From an optimization exercise on the open Yosys and OpenROAD flow, aimed at small area, a short achievable clock period and few clock cycles per item; shortcuts taken in it are not production practice. Only simulation tests tie the RTL to the original design; equivalence was not proved.

==> flow/design.v (excerpt) <==
module Divider_Modulo (clk , reset, mode, valid_in, divisor, dividend, result, valid_out);
clock: 25.0 ns
lec_check: 0
cap_margin: 20
core_margin: 2
core_utilization: 40
cts_cluster_diameter: 100
cts_cluster_size: 25
slew_margin: 20
standard.sh (not shown) runs the stock make flow with config.mk's settings and CLKGATE_MAP_FILE= SYNTH_SCRIPT=/design/flow/synth_recipe.tcl, a recipe that flattens the netlist after the stock synthesis.
==> flow/flow/run.sh <==
#!/bin/bash
# The standard layout (the standard.sh) with four changes:
#  - synthesis maps with flow/abc_map.script (see flow/synth_wrap.tcl);
#  - no full/half-adder cell extraction (ADDER_MAP_FILE empty), so ABC maps
#    the adders' logic freely;
#  - ports are buffered with a fixed buffer cell instead of the one
#    buffer_ports picks by default;
#  - after placement repair, flow/upsize.tcl upsizes the drivers of
#    high-fanout nets (before detailed placement legalizes them).
set -euo pipefail
export FLOW_SYNTH_TCL="$PWD/synth_recipe.tcl"
export MY_ABC_SCRIPT="$PWD/flow/abc_map.script"
export UPSIZE_FANOUT=8
bash standard.sh "SYNTH_SCRIPT=$PWD/flow/synth_wrap.tcl" "ADDER_MAP_FILE=" \
  "BUFFER_PORTS_ARGS=-buffer_cell sky130_fd_sc_hd__buf_2" \
  "POST_RESIZE_TCL=$PWD/flow/upsize.tcl" finish > make_finish.log 2>&1
==> flow/flow/abc_map.script <==
strash
dch -f
map -D 4000
topo
buffer -c
upsize -D 4000
dnsize -D 4000
stime -p
==> flow/flow/upsize.tcl <==
# Upsize the drivers of high-fanout signal nets. With the design's long
# clock period the standard repair leaves these gates at minimum size, so
# the wide selects of the divider rows switch slowly. Sizing depends only on
# each net's fanout, not on any timing constraint.
set n_up 0
foreach net [get_nets *] {
  set loads [get_pins -quiet -of_objects $net -filter "direction == input"]
  set fo [llength $loads]
  if {$fo < $::env(UPSIZE_FANOUT)} { continue }
  set drv [get_pins -quiet -of_objects $net -filter "direction == output"]
  if {[llength $drv] != 1} { continue }
  set inst [get_cells -of_objects $drv]
  set cell [get_property $inst ref_name]
  if {![regexp {^(sky130_fd_sc_hd__[a-z0-9]+)_([0-9]+)$} $cell -> base size]} { continue }
  if {[regexp {df|dl|clk|conb|buf} $base]} { continue }
  set want [expr {$fo >= 2 * $::env(UPSIZE_FANOUT) ? 4 : 2}]
  if {$size >= $want} { continue }
  foreach s [list $want 2] {
    if {$s <= $size} { continue }
    set lc [get_lib_cells -quiet */${base}_$s]
    if {[llength $lc] == 1 && ![get_property $lc dont_use]} {
      replace_cell $inst $lc
      incr n_up
      break
    }
  }
}
puts "upsize.tcl: upsized $n_up drivers"
Other scripts of this flow, unchanged in this note and not shown: flow/flow/synth_wrap.tcl
Testbench counts at the start, summed over its fixed seeds: cycles 16,048, items 16,000.
Edit:
==> flow/flow/run.sh (replaced) <==
#!/bin/bash
# The standard layout (the standard.sh) with three changes:
#  - synthesis maps with flow/abc_map.script (see flow/synth_wrap.tcl);
#  - no full/half-adder cell extraction (ADDER_MAP_FILE empty), so ABC maps
#    the adders' logic freely;
#  - ports are buffered with a fixed buffer cell instead of the one
#    buffer_ports picks by default.
set -euo pipefail
export FLOW_SYNTH_TCL="$PWD/synth_recipe.tcl"
export MY_ABC_SCRIPT="$PWD/flow/abc_map.script"
bash standard.sh "SYNTH_SCRIPT=$PWD/flow/synth_wrap.tcl" "ADDER_MAP_FILE=" \
  "BUFFER_PORTS_ARGS=-buffer_cell sky130_fd_sc_hd__buf_2" finish > make_finish.log 2>&1
==> flow/flow/abc_map.script (replaced) <==
strash
dch -f
map -D 4000
topo
buffer -c -N 6
upsize -D 4000
dnsize -D 4000
stime -p
removed: flow/flow/upsize.tcl
Maximum frequency decreases by 12%.

---

v7:
Divider_Modulo, a different RTL version from the one above (not shown whole).
For scale: roughly 2,100 cells after synthesis, ~460 flip-flops, about 85 I/O pins.
make LEC_CHECK=0 CAP_MARGIN=20 CORE_MARGIN=2 CORE_UTILIZATION=40 CTS_CLUSTER_DIAMETER=60 CTS_CLUSTER_SIZE=20 SLEW_MARGIN=20 finish   # period 25.0 ns
run.sh (not shown) runs the stock make flow with config.mk's settings and CLKGATE_MAP_FILE= SYNTH_SCRIPT=/design/flow/synth_recipe.tcl, a recipe that flattens the netlist after the stock synthesis.
Stock flow here: none of the scripts above is used.
Testbench counts of v7, summed over its fixed seeds: cycles 16,072, items 16,000.
#### Input delta (v19 over v7)
Settings: CTS_BUF_LIST newly set to sky130_fd_sc_hd__clkbuf_4 sky130_fd_sc_hd__clkbuf_8; CTS_CLUSTER_SIZE changed from 20 to 30; CTS_CLUSTER_DIAMETER removed (was 60).
## What came out
- Across v7 and v19, the outcome is the same: a clean finish for every run.
- Going from v7 to v19, the H-tree depth was found to have gone up by 1.
- For clock transition at the register clock pins on the worst setup and hold paths after CTS, v19 and v7 come out practically identical.
- Compared with v7, v19 shows a lower setup slack.
- v19 vs v7 — final cell area excluding filler cells climbed slightly
- Compare v7 and v19 | portion of the layout cell area used by clock cells lower: v7
- The portion of the clock cycle consumed by the worst path in the final layout number comes out higher for v19 vs v7.
- Sort v7 and v19 by diode insertion count for antenna repair, descending, and v19 comes first.
- Compare v7 and v19 | global-route usage over all layers higher: v19
- Against v7 as the reference, v19 delivers a higher worst slew slack as a fraction of its limit.
- Looking only at detail-routed via count per cell, and setting everything else aside, the lower value of v7 and v19 goes to v19.
What v3 does differently from v19 at the input level:
Settings: an added CTS_CLUSTER_DIAMETER of 100; a change of CTS_CLUSTER_SIZE from 30 to 25; a deleted CTS_BUF_LIST that had been sky130_fd_sc_hd__clkbuf_4 sky130_fd_sc_hd__clkbuf_8.
==> flow/flow/run.sh (new file) <==
#!/bin/bash
# The standard layout (the standard.sh, unchanged synthesis and steps),
# with one change: ports are buffered with a fixed buffer cell instead of
# the one buffer_ports picks by default.
set -euo pipefail
bash standard.sh "BUFFER_PORTS_ARGS=-buffer_cell sky130_fd_sc_hd__buf_4" finish > make_finish.log 2>&1
==> flow/standard.sh (new file) <==
#!/bin/bash
# synth_recipe.tcl (not shown) runs the flow's synth.tcl, then flattens the netlist and writes it again
# the make line also repeats each setting of config.mk as NAME=value (left out here)
make -C /OpenROAD-flow-scripts/flow DESIGN_CONFIG=/design/flow/config.mk WORK_HOME=/design/flow/orfs CLKGATE_MAP_FILE= SYNTH_SCRIPT=/design/flow/synth_recipe.tcl "${@:-finish}"
removed: flow/run.sh
Results
- v3: done, clean on timing, DRC and antenna
- Diff v19 -> v3 | global-route met2 utilization | decrease of 0.49 points
- In the reports for v3 and v19, the smaller met3 track demand over resource belongs to v3.
- v3 vs. v19: fraction of area in registers has increased; post-detailed-routing wire length now smaller.
- Highest cell delay on the worst timing path down 0.16 ns in v3 wrt v19
What v14 does differently from v3 at the input level:
-- flow/flow/run.sh --
<<< v3, line 6
bash standard.sh "BUFFER_PORTS_ARGS=-buffer_cell sky130_fd_sc_hd__buf_4" finish > make_finish.log 2>&1
>>> v14, line 6
bash standard.sh "BUFFER_PORTS_ARGS=-buffer_cell sky130_fd_sc_hd__buf_2" finish > make_finish.log 2>&1
Findings:
- As far as finished layout cell area is concerned, v3 and v14 perform about the same.
- Register-to-register slack essentially unchanged between v3 and v14.
- Pre-CTS worst setup slack: v14 higher than v3
- Relative to v3, the sum of met3 wire segment lengths after detailed routing of v14 is higher by about 12%.
- Changes observed in v14 relative to v3: setup total negative slack held.
Edits applied to the flow inputs when going from v14 to v20:
Settings: CTS_CLUSTER_DIAMETER: 100 -> unset; CTS_CLUSTER_SIZE: 25 -> unset.
==> flow/run.sh (new file) <==
#!/bin/bash
# synth_recipe.tcl (not shown) runs the flow's synth.tcl, then flattens the netlist and writes it again
# the make line also repeats each setting of config.mk as NAME=value (left out here)
make -C /OpenROAD-flow-scripts/flow DESIGN_CONFIG=/design/flow/config.mk WORK_HOME=/design/flow/orfs CLKGATE_MAP_FILE= SYNTH_SCRIPT=/design/flow/synth_recipe.tcl finish
removed: flow/flow/run.sh
removed: flow/standard.sh
## What came out
- Layout cell share with drive strength beyond 1 ended up 0.92 points lower on v20 than on v14.
- In the tables for v20 and v14, overall routing resource usage reads lower with v14.
- Insertion delay to the later sink of the worst-skew pair | v20 above v14
- There was hardly any difference in met1 wire length between v20 and v14.

---

The RTL this note starts from:
==> flow/design.v <==
module cas (divisor, dividend, quotient, cin, cout, remainder);
input wire divisor, dividend, quotient, cin;
output wire cout, remainder;
assign remainder = (quotient ^ divisor) ^ dividend ^ cin;
assign cout = ((quotient ^ divisor)&dividend) | ((quotient ^ divisor)&cin) | (cin&dividend);
endmodule
module Divider_row(ndivisor, p_in, bit_in, p_out, q_out);
input  [14:0] ndivisor;
input  [14:0] p_in;
input         bit_in;
output [14:0] p_out;
output        q_out;
wire [15:0] x  = {p_in, bit_in};
wire [15:0] nd = {1'b1, ndivisor};
wire [15:0] g0 = x & nd;
wire [15:0] p0 = x ^ nd;
wire [15:0] gl [0:4];
wire [15:0] pl [0:4];
assign gl[0] = {g0[15:1], g0[0] | p0[0]};
assign pl[0] = p0;
genvar l, i;
generate for (l = 0; l < 4; l = l + 1) begin : lvl
	for (i = 0; i < 16; i = i + 1) begin : b
		if ((i >> l) & 1) begin : comb
			localparam integer J = ((i >> (l + 1)) << (l + 1)) + (1 << l) - 1;
			assign gl[l+1][i] = gl[l][i] | (pl[l][i] & gl[l][J]);
			assign pl[l+1][i] = pl[l][i] & pl[l][J];
		end else begin : pass
			assign gl[l+1][i] = gl[l][i];
			assign pl[l+1][i] = pl[l][i];
		end
	end
end endgenerate
wire [16:0] c = {gl[4], 1'b1};
wire [15:0] s = p0 ^ c[15:0];
assign q_out = c[16];
assign p_out = q_out ? s[14:0] : x[14:0];
endmodule
module Divider_Modulo (clk , reset, mode, valid_in, divisor, dividend, result, valid_out);
input wire clk, reset, mode, valid_in;
input wire [31:0] dividend;
input wire [15:0] divisor;
output reg valid_out;
output wire [31:0] result;
localparam [16:0] CUT = 17'b0_0100_1001_0010_0100;
reg        v_in;
reg        m_in;
reg [31:0] dd_in;
reg [14:0] dv_in;    
always @(posedge clk or posedge reset)
	if (reset) v_in <= 1'b0;
	else       v_in <= valid_in;
always @(posedge clk) begin
	m_in  <= mode;
	dd_in <= dividend;
	dv_in <= ~divisor[14:0];
end
wire [14:0] p   [0:17];
wire [16:0] s   [0:17];
wire [14:0] d   [0:17];    
wire        m   [0:17];
wire        v   [0:17];
assign p[0] = dd_in[31:17];
assign s[0] = dd_in[16:0];
assign d[0] = dv_in;
assign m[0] = m_in;
assign v[0] = v_in;
genvar i;
generate for (i = 0; i < 17; i = i + 1) begin : row
	wire [14:0] p_n;
	wire        q_n;
	Divider_row r (
		.ndivisor (d[i]),
		.p_in    (p[i]),
		.bit_in  (s[i][16]),
		.p_out   (p_n),
		.q_out   (q_n)
	);
	if (CUT[i]) begin : cut
		reg [14:0] p_r;
		reg [16:0] s_r;
		reg [14:0] d_r;
		reg        m_r;
		reg        v_r;
		always @(posedge clk or posedge reset)
			if (reset) v_r <= 1'b0;
			else       v_r <= v[i];
		always @(posedge clk) begin
			p_r <= p_n;
			s_r <= {s[i][15:0], q_n};
			d_r <= d[i];
			m_r <= m[i];
		end
		assign p[i+1] = p_r;
		assign s[i+1] = s_r;
		assign d[i+1] = d_r;
		assign m[i+1] = m_r;
		assign v[i+1] = v_r;
	end else begin : nocut
		assign p[i+1] = p_n;
		assign s[i+1] = {s[i][15:0], q_n};
		assign d[i+1] = d[i];
		assign m[i+1] = m[i];
		assign v[i+1] = v[i];
	end
end endgenerate
reg [16:0] res_r;
always @(posedge clk or posedge reset)
	if (reset) valid_out <= 1'b0;
	else       valid_out <= v[17];
always @(posedge clk)
	res_r <= m[17] ? {2'b0, p[17]} : s[17];
assign result = {15'b0, res_r};
endmodule
export LEC_CHECK = 0
export CAP_MARGIN = 20
export CORE_MARGIN = 2
export CORE_UTILIZATION = 40
export CTS_CLUSTER_DIAMETER = 100
export CTS_CLUSTER_SIZE = 25
export SLEW_MARGIN = 20
create_clock -name core_clock -period 25.0 [get_ports {clk}]
standard.sh (not shown) runs the stock make flow with config.mk's settings and CLKGATE_MAP_FILE= SYNTH_SCRIPT=/design/flow/synth_recipe.tcl, a recipe that flattens the netlist after the stock synthesis.
==> flow/flow/run.sh <==
#!/bin/bash
# The standard layout (the standard.sh) with three changes:
#  - synthesis maps with flow/abc_map.script (see flow/synth_wrap.tcl);
#  - no full/half-adder cell extraction (ADDER_MAP_FILE empty), so ABC maps
#    the adders' logic freely;
#  - ports are buffered with a fixed buffer cell instead of the one
#    buffer_ports picks by default.
set -euo pipefail
export FLOW_SYNTH_TCL="$PWD/synth_recipe.tcl"
export MY_ABC_SCRIPT="$PWD/flow/abc_map.script"
bash standard.sh "SYNTH_SCRIPT=$PWD/flow/synth_wrap.tcl" "ADDER_MAP_FILE=" \
  "BUFFER_PORTS_ARGS=-buffer_cell sky130_fd_sc_hd__buf_2" finish > make_finish.log 2>&1
==> flow/flow/abc_map.script <==
strash
dch -f
map -D 3500
topo
buffer -c
upsize -D 3500
dnsize -D 3500
stime -p
==> flow/flow/synth_wrap.tcl <==
# The standard synthesis (synth_recipe.tcl, sourced unchanged), with one
# change: the ABC technology-mapping call runs flow/abc_map.script instead of
# ORFS's abc_speed.script. Everything else, including register naming,
# flattening and renaming, is the standard synthesis.
proc abc {args} {
  set i [lsearch -exact $args -script]
  if {$i >= 0} { set args [lreplace $args $i [expr {$i + 1}] -script $::env(MY_ABC_SCRIPT)] }
  yosys abc {*}$args
}
source $::env(FLOW_SYNTH_TCL)
Testbench counts at the start, summed over its fixed seeds: cycles 16,048, items 16,000.
Next try:
==> flow/flow/abc_map.script (replaced) <==
strash
dch -f
map -D 4000
topo
buffer -c
upsize -D 4000
dnsize -D 4000
stime -p
--- a/flow/config.mk
+++ b/flow/config.mk
@@ -6,8 +6,8 @@
 export NUM_CORES = 4
 export LEC_CHECK = 0
-export CAP_MARGIN = 20
+export CAP_MARGIN = 60
 export CORE_MARGIN = 2
 export CORE_UTILIZATION = 40
 export CTS_CLUSTER_DIAMETER = 100
 export CTS_CLUSTER_SIZE = 25
-export SLEW_MARGIN = 20
+export SLEW_MARGIN = 60
What happened: Worst hold slack degrades by 0.0067 ns; final area rises by about 2.4%; non-clock buffer count rises by 5; routed wire length falls by 3.1%; sequential cell count stays the same; worst setup slack improves by 0.80 ns; via count barely changes.
Next try:
==> flow/flow/run.sh (replaced) <==
#!/bin/bash
# The standard layout (the standard.sh) with four changes:
#  - synthesis maps with flow/abc_map.script (see flow/synth_wrap.tcl);
#  - no full/half-adder cell extraction (ADDER_MAP_FILE empty), so ABC maps
#    the adders' logic freely;
#  - ports are buffered with a fixed buffer cell instead of the one
#    buffer_ports picks by default;
#  - after placement repair, flow/upsize.tcl upsizes the drivers of
#    high-fanout nets (before detailed placement legalizes them).
set -euo pipefail
export FLOW_SYNTH_TCL="$PWD/synth_recipe.tcl"
export MY_ABC_SCRIPT="$PWD/flow/abc_map.script"
export UPSIZE_FANOUT=6
export MAX_FANOUT=10
bash standard.sh "SYNTH_SCRIPT=$PWD/flow/synth_wrap.tcl" "ADDER_MAP_FILE=" \
  "BUFFER_PORTS_ARGS=-buffer_cell sky130_fd_sc_hd__buf_2" \
  "POST_RESIZE_TCL=$PWD/flow/upsize.tcl" finish > make_finish.log 2>&1
==> flow/flow/upsize.tcl (new file) <==
# Split and strengthen high-fanout signal nets. With the design's long
# clock period the standard repair leaves them alone, so the wide selects of
# the divider rows switch slowly. This uses only fanout limits, not any
# timing constraint: first buffer nets above MAX_FANOUT loads, then upsize
# the drivers of nets with UPSIZE_FANOUT or more loads.
set_max_fanout $::env(MAX_FANOUT) [current_design]
repair_design
set n_up 0
foreach net [get_nets *] {
  set loads [get_pins -quiet -of_objects $net -filter "direction == input"]
  set fo [llength $loads]
  if {$fo < $::env(UPSIZE_FANOUT)} { continue }
  set drv [get_pins -quiet -of_objects $net -filter "direction == output"]
  if {[llength $drv] != 1} { continue }
  set inst [get_cells -of_objects $drv]
  set cell [get_property $inst ref_name]
  if {![regexp {^(sky130_fd_sc_hd__[a-z0-9]+)_([0-9]+)$} $cell -> base size]} { continue }
  if {[regexp {df|dl|clk|conb} $base]} { continue }
  set want [expr {$fo >= 2 * $::env(UPSIZE_FANOUT) ? 4 : 2}]
  if {$size >= $want} { continue }
  foreach s [list $want 2] {
    if {$s <= $size} { continue }
    set lc [get_lib_cells -quiet */${base}_$s]
    if {[llength $lc] == 1 && ![get_property $lc dont_use]} {
      replace_cell $inst $lc
      incr n_up
      break
    }
  }
}
puts "upsize.tcl: upsized $n_up drivers"
--- a/flow/config.mk
+++ b/flow/config.mk
@@ -6,8 +6,8 @@
 export NUM_CORES = 4
 export LEC_CHECK = 0
-export CAP_MARGIN = 60
+export CAP_MARGIN = 20
 export CORE_MARGIN = 2
 export CORE_UTILIZATION = 40
 export CTS_CLUSTER_DIAMETER = 100
 export CTS_CLUSTER_SIZE = 25
-export SLEW_MARGIN = 60
+export SLEW_MARGIN = 20
The changed run completed without violations.
Global-route usage increases by 0.66 points.
Count of clock-buffer cells in the layout rose by 2.
Utilization grows by 0.84 points.
Design area increases slightly.
Non-clock buffer count grows by 47.
Hold slack hardly moves.
Routed wire length rose by a few percent.
Next try:
==> flow/flow/run.sh (replaced) <==
#!/bin/bash
# The standard layout (the standard.sh) with three changes:
#  - synthesis maps with flow/abc_map.script (see flow/synth_wrap.tcl);
#  - no full/half-adder cell extraction (ADDER_MAP_FILE empty), so ABC maps
#    the adders' logic freely;
#  - ports are buffered with a fixed buffer cell instead of the one
#    buffer_ports picks by default.
set -euo pipefail
export FLOW_SYNTH_TCL="$PWD/synth_recipe.tcl"
export MY_ABC_SCRIPT="$PWD/flow/abc_map.script"
bash standard.sh "SYNTH_SCRIPT=$PWD/flow/synth_wrap.tcl" "ADDER_MAP_FILE=" \
  "BUFFER_PORTS_ARGS=-buffer_cell sky130_fd_sc_hd__buf_2" finish > make_finish.log 2>&1
--- a/flow/config.mk
+++ b/flow/config.mk
@@ -6,8 +6,8 @@
 export NUM_CORES = 4
 export LEC_CHECK = 0
-export CAP_MARGIN = 20
+export CAP_MARGIN = 80
 export CORE_MARGIN = 2
 export CORE_UTILIZATION = 40
 export CTS_CLUSTER_DIAMETER = 100
 export CTS_CLUSTER_SIZE = 25
-export SLEW_MARGIN = 20
+export SLEW_MARGIN = 80
removed: flow/flow/upsize.tcl
=> Cell count went down slightly; count of clock-buffer cells in the layout decreases by 1.

port drivers added, routing unchanged:
No port has a modelled driver above. Below, the same layouts with a new extraction and two added sets of constraints.
Step 1 sets driving cells, clkbuf_16 on the clock port and buf_2 on the other inputs (assumed; they add their load-dependent delay and slew).
Step 2, shift: input delay + t, output delay - t, t = (earliest + latest rising clock arrival at the registers) / 2. This alone moves slack from input paths to output paths.
Three values: ideal ports, drivers, drivers and shift; two values: the first two.
| run | t (ns) | setup WS [ns] | worst register clock-pin slew, ns |
|---|---|---|---|
| the first run of note 1 | 0.583 | 18.650 / 18.650 / 18.650 | 0.10 / 0.10 |
| the second run of note 1 | 0.584 | 17.820 / 17.820 / 17.820 | 0.10 / 0.10 |
| v7 | 0.617 | 18.569 / 18.513 / 18.958 | 0.08 / 0.08 |
| v19 | 0.714 | 18.466 / 18.412 / 18.973 | 0.06 / 0.06 |
| v3 | 0.606 | 18.949 / 18.895 / 18.957 | 0.10 / 0.10 |
| v14 | 0.617 | 18.943 / 18.887 / 18.966 | 0.10 / 0.10 |
| v20 | 0.645 | 18.540 / 18.484 / 18.987 | 0.06 / 0.06 |
| the first run of note 3 | 0.583 | 17.845 / 17.845 / 17.845 | 0.10 / 0.10 |
| the second run of note 3 | 0.569 | 18.649 / 18.649 / 18.649 | 0.10 / 0.10 |
| the third run of note 3 | 0.572 | 13.926 / 13.926 / 13.926 | 0.10 / 0.10 |
| the fourth run of note 3 | 0.590 | 17.482 / 17.482 / 17.482 | 0.11 / 0.11 |
After both steps every run listed still meets setup and hold.
